Background: an optimization exercise with open tools, aiming at small area. Do not read the settings as production practice. Function was checked by simulation only, so behaviour that the tests miss may differ from the original. Power and IR drop assume default switching activity.

// CPU
module CPU (
    input  logic        clk, rst_n,
    output logic [13:0] imem_addr,
    input  logic [31:0] imem_rdata,
    output logic [13:0] dmem_addr,
    output logic [31:0] dmem_wdata,
    output logic        dmem_we,
    input  logic [31:0] dmem_rdata,
    input  logic [7:0]  switches1, switches2, switches3,
    input  logic        bt1, bt2, bt3, bt4, bt5,
    input  logic [4:0]  kb_idx,
    output logic [7:0]  led1_out, led2_out,
    output logic [31:0] seg1_out
);
For scale: ~16000 cells after synthesis, ~3600 flip-flops, ~180000 sq um of cells after synthesis.
Settings: LEC_CHECK=0, ABC_AREA=1, CAP_MARGIN=30, CORE_MARGIN=2, CORE_UTILIZATION=63, CTS_BUF_LIST=sky130_fd_sc_hd__clkbuf_8, CTS_CLUSTER_DIAMETER=60, CTS_CLUSTER_SIZE=14, PLACE_DENSITY=0.72, SLEW_MARGIN=30; clock period 200.0 ns.
standard.sh (not shown) runs the stock make flow with config.mk's settings and CLKGATE_MAP_FILE= SYNTH_SCRIPT=/design/flow/synth_recipe.tcl, a recipe that flattens the netlist after the stock synthesis.
==> flow/flow/run.sh <==
#!/bin/bash
# Layout flow: the standard ORFS flow (standard.sh) with one change: the
# port buffers are sky130_fd_sc_hd__buf_1 cells instead of the 10 um2 buffer
# ORFS picks. Synthesis and every other step run ORFS's scripts unchanged.
# Each tool's full output goes to a log file in this folder (make.log,
# write_def.log) and ORFS's per-step logs under orfs/logs/.
set -euo pipefail
W=$(pwd)
sed -e "s#CLKGATE_MAP_FILE= #CLKGATE_MAP_FILE= 'BUFFER_PORTS_ARGS=-buffer_cell sky130_fd_sc_hd__buf_1' #" \
    -e "s#^  openroad -no_init -exit \(.*\)\$#  openroad -no_init -exit \1 > $W/write_def.log 2>\&1#" \
    standard.sh > "$W/own_standard.sh"
grep -q "BUFFER_PORTS_ARGS=-buffer_cell" "$W/own_standard.sh"
bash "$W/own_standard.sh" > "$W/make.log" 2>&1
test -s "$W/out/final.def"
Then changed:
==> flow/flow/run.sh (replaced) <==
#!/bin/bash
# Layout flow: the standard ORFS flow (standard.sh) with two changes that
# leave synthesis untouched:
#  - the port buffers are sky130_fd_sc_hd__buf_1 cells;
#  - after synthesis, the steps that repair slew, capacitance and timing may
#    not use the large buffers (buf_4 and up, clkbuf_4 and clkbuf_16), so
#    they buffer with buf_1/buf_2; clkbuf_8, the clock tree's buffer, stays.
# Synthesis and every other step run ORFS's scripts unchanged. Each tool's
# full output goes to a log file in this folder (make_synth.log,
# make_layout.log, print.log, write_def.log) and ORFS's per-step logs under
# orfs/logs/.
set -euo pipefail
W=$(pwd)
sed -e "s#CLKGATE_MAP_FILE= #CLKGATE_MAP_FILE= 'BUFFER_PORTS_ARGS=-buffer_cell sky130_fd_sc_hd__buf_1' #" \
    -e "s#^  openroad -no_init -exit \(.*\)\$#  openroad -no_init -exit \1 > $W/write_def.log 2>\&1#" \
    standard.sh > "$W/own_standard.sh"
grep -q "BUFFER_PORTS_ARGS=-buffer_cell" "$W/own_standard.sh"
bash "$W/own_standard.sh" synth > "$W/make_synth.log" 2>&1
# the platform's don't-use list, plus the large buffers
PLAT=$(make -s -C "$FLOW_HOME" DESIGN_CONFIG="$W/config.mk" WORK_HOME="$W/orfs" print-DONT_USE_CELLS 2> "$W/print.log" | sed -n 's/^DONT_USE_CELLS[:=] *//p')
echo "$PLAT" >> "$W/print.log"
echo "$PLAT" | grep -q lpflow_bleeder_1
EXTRA="sky130_fd_sc_hd__buf_4 sky130_fd_sc_hd__buf_6 sky130_fd_sc_hd__buf_8 sky130_fd_sc_hd__buf_12 sky130_fd_sc_hd__buf_16 sky130_fd_sc_hd__clkbuf_4 sky130_fd_sc_hd__clkbuf_16"
sed -i -e "s#CLKGATE_MAP_FILE= #CLKGATE_MAP_FILE= 'DONT_USE_CELLS=$PLAT $EXTRA' #" "$W/own_standard.sh"
bash "$W/own_standard.sh" finish > "$W/make_layout.log" 2>&1
test -s "$W/out/final.def"
Routed wire length is lower by 0.82%; total power barely changes; via count is about the same; global-route usage shrinks by 0.44 points; sequential power stays flat.

* * *

Starting RTL as in the previous note.
==> flow/design.v (excerpt) <==
module CPU (
    input  logic        clk, rst_n,
    output logic [13:0] imem_addr,
    input  logic [31:0] imem_rdata,
    output logic [13:0] dmem_addr,
    output logic [31:0] dmem_wdata,
    output logic        dmem_we,
    input  logic [31:0] dmem_rdata,
    input  logic [7:0]  switches1, switches2, switches3,
    input  logic        bt1, bt2, bt3, bt4, bt5,
    input  logic [4:0]  kb_idx,
    output logic [7:0]  led1_out, led2_out,
    output logic [31:0] seg1_out
);
    wire rst = ~rst_n;
    function automatic [31:0] immgen(input [31:0] i);
        case (i[6:0])
            7'b0010011, 7'b0000011, 7'b1100111: immgen = {{20{i[31]}}, i[31:20]};
            7'b0100011: immgen = {{20{i[31]}}, i[31:25], i[11:7]};
            7'b1100011: immgen = {{19{i[31]}}, i[31], i[7], i[30:25], i[11:8], 1'b0};
            7'b0110111, 7'b0010111: immgen = {i[31:12], 12'b0};
            7'b1101111: immgen = {{11{i[31]}}, i[31], i[19:12], i[20], i[30:21], 1'b0};
            default: immgen = 32'b0;
        endcase
    endfunction
    function automatic [31:0] rstval(input [4:0] r);
        rstval = (r == 5'd2) ? 32'h00007ffc : (r == 5'd3) ? 32'hffffff00 : 32'h0;
    endfunction
    logic [31:0] pc;
    logic [31:0] d_inst, d_pc, d_ppc;      
    logic        d_pred;
    logic [31:0] e_inst, e_pc, e_d1, e_d2, e_ppc;   
    logic        e_pred;
    logic [31:0] m_alu, m_d2;              
    logic [4:0]  m_rd;
    logic [2:0]  m_op;
    logic        m_we, m_re, m_rw;
    logic [31:0] w_data;                   
    logic [4:0]  w_rd;
    logic        w_rw;
    logic icache_stall, dcache_stall, hz_stall, predict_fail;
    logic [31:0] old_pc;
    logic        old_branch, old_actual;
    logic ph_p, ph_n;
    always_ff @(posedge clk) ph_p <= !rst && !ph_p;
    always_ff @(negedge clk) ph_n <= ph_p;
    wire ph1 = ph_p ^ ph_n;
  ...
export LEC_CHECK = 0
export ABC_AREA = 1
export CAP_MARGIN = 30
export CORE_MARGIN = 2
export CORE_UTILIZATION = 67
export CTS_BUF_LIST = sky130_fd_sc_hd__clkbuf_8
export CTS_CLUSTER_DIAMETER = 60
export CTS_CLUSTER_SIZE = 15
export PLACE_DENSITY = 0.76
export SLEW_MARGIN = 30
create_clock -name core_clock -period 200.0 [get_ports {clk}]
run.sh (not shown) runs the stock make flow with config.mk's settings and CLKGATE_MAP_FILE= SYNTH_SCRIPT=/design/flow/synth_recipe.tcl, a recipe that flattens the netlist after the stock synthesis.
Stock flow here: none of the scripts above is used.
Change:
==> flow/flow/run.sh (new file) <==
#!/bin/bash
# Layout flow: the standard ORFS flow (standard.sh) with two changes: the
# port buffers are sky130_fd_sc_hd__buf_1 cells instead of the 10 um2 buffer
# ORFS picks, and after global routing ORFS's power recovery may downsize
# cells on up to 40% of the paths with positive slack (RECOVER_POWER=40).
# Synthesis and every other step run ORFS's scripts unchanged.
# Each tool's full output goes to a log file in this folder (make.log,
# write_def.log) and ORFS's per-step logs under orfs/logs/.
set -euo pipefail
W=$(pwd)
sed -e "s#CLKGATE_MAP_FILE= #CLKGATE_MAP_FILE= 'BUFFER_PORTS_ARGS=-buffer_cell sky130_fd_sc_hd__buf_1' RECOVER_POWER=40 #" \
    -e "s#^  openroad -no_init -exit \(.*\)\$#  openroad -no_init -exit \1 > $W/write_def.log 2>\&1#" \
    standard.sh > "$W/own_standard.sh"
grep -q "BUFFER_PORTS_ARGS=-buffer_cell" "$W/own_standard.sh"
grep -q "RECOVER_POWER=40" "$W/own_standard.sh"
bash "$W/own_standard.sh" > "$W/make.log" 2>&1
test -s "$W/out/final.def"
==> flow/standard.sh (new file) <==
#!/bin/bash
# synth_recipe.tcl (not shown) runs the flow's synth.tcl, then flattens the netlist and writes it again
# the make line also repeats each setting of config.mk as NAME=value (left out here)
make -C /OpenROAD-flow-scripts/flow DESIGN_CONFIG=/design/flow/config.mk WORK_HOME=/design/flow/orfs CLKGATE_MAP_FILE= SYNTH_SCRIPT=/design/flow/synth_recipe.tcl "${@:-finish}"
--- a/flow/config.mk
+++ b/flow/config.mk
@@ -9,8 +9,8 @@
 export CAP_MARGIN = 30
 export CORE_MARGIN = 2
-export CORE_UTILIZATION = 67
+export CORE_UTILIZATION = 63
 export CTS_BUF_LIST = sky130_fd_sc_hd__clkbuf_8
 export CTS_CLUSTER_DIAMETER = 60
-export CTS_CLUSTER_SIZE = 15
-export PLACE_DENSITY = 0.76
+export CTS_CLUSTER_SIZE = 14
+export PLACE_DENSITY = 0.72
 export SLEW_MARGIN = 30
removed: flow/run.sh
Result:
- The new run completed and failed the layout checks on capacitance limit, slew limit
- sequential cell count stays the same
- wire length went up by 1.8%
- setup slack gets better by 100 ps
- total power decreases by 0.42%
- clock power came out higher by about 1%
- sequential share of layout area grows by 0.37 points
- via count came out lower by 0.97%
- clock skew climbs by 26 ps
- sequential power is about the same
- final cell count rises by 1.3%
- cell area decreases by about 0.7%
Change:
==> flow/flow/run.sh (replaced) <==
#!/bin/bash
# Layout flow: the standard ORFS flow (standard.sh), with two changes:
#  - synthesis runs ORFS's own ABC area script without its last buffering and
#    upsizing commands (flow/abc_area.script), which size gates for a 200 ps
#    target that this design's 200 ns clock does not need; registers are
#    mapped by the unchanged synthesis script before ABC runs, so they are
#    the standard synthesis's, with the same names and cells;
#  - the port buffers are sky130_fd_sc_hd__buf_1 cells.
# Every other step runs ORFS's own scripts unchanged. Each tool's full output
# goes to a log file in this folder (make.log, write_def.log) and ORFS's
# per-step logs under orfs/logs/.
set -euo pipefail
W=$(pwd)
rm -rf "$W/scripts_mod"
cp -r "$FLOW_HOME/scripts" "$W/scripts_mod"
cp "$W/flow/abc_area.script" "$W/scripts_mod/abc_area.script"
# standard.sh's make call, with the copied scripts and the port-buffer cell
sed -e "s#CLKGATE_MAP_FILE= #CLKGATE_MAP_FILE= SCRIPTS_DIR=$W/scripts_mod 'BUFFER_PORTS_ARGS=-buffer_cell sky130_fd_sc_hd__buf_1' #" \
    -e "s#^  openroad -no_init -exit \(.*\)\$#  openroad -no_init -exit \1 > $W/write_def.log 2>\&1#" \
    standard.sh > "$W/own_standard.sh"
grep -q "SCRIPTS_DIR=$W/scripts_mod" "$W/own_standard.sh"
bash "$W/own_standard.sh" > "$W/make.log" 2>&1
test -s "$W/out/final.def"
==> flow/flow/abc_area.script (new file) <==
strash
dch
map -B 0.9
topo
stime -c
dnsize -c
What happened:
- The new run went through all stages and came out clean
- critical path depth rises by 28
- final area hardly moves
- clock power rises by about 3%
- global-route usage rises by 0.42 points
- utilization rises by 1.4 points
- worst setup slack gets worse by 2700 ps
- via count rises by 0.42%
- clock skew falls by 6.9 ps
Change:
==> flow/run.sh (new file) <==
#!/bin/bash
# synth_recipe.tcl (not shown) runs the flow's synth.tcl, then flattens the netlist and writes it again
# the make line also repeats each setting of config.mk as NAME=value (left out here)
make -C /OpenROAD-flow-scripts/flow DESIGN_CONFIG=/design/flow/config.mk WORK_HOME=/design/flow/orfs CLKGATE_MAP_FILE= SYNTH_SCRIPT=/design/flow/synth_recipe.tcl finish
removed: flow/flow/run.sh
removed: flow/flow/abc_area.script
removed: flow/standard.sh
Result: The new run finished with timing, DRC and antenna clean; total power hardly moves; critical path depth goes down by 2; routed wire length goes up by 0.51%; worst setup slack improves by 3500 ps; clock-buffer cell count goes down by 9; worst hold slack degrades by 37 ps; register-to-register slack improves by 3500 ps; via count stays flat; non-clock buffer count goes down by 9.
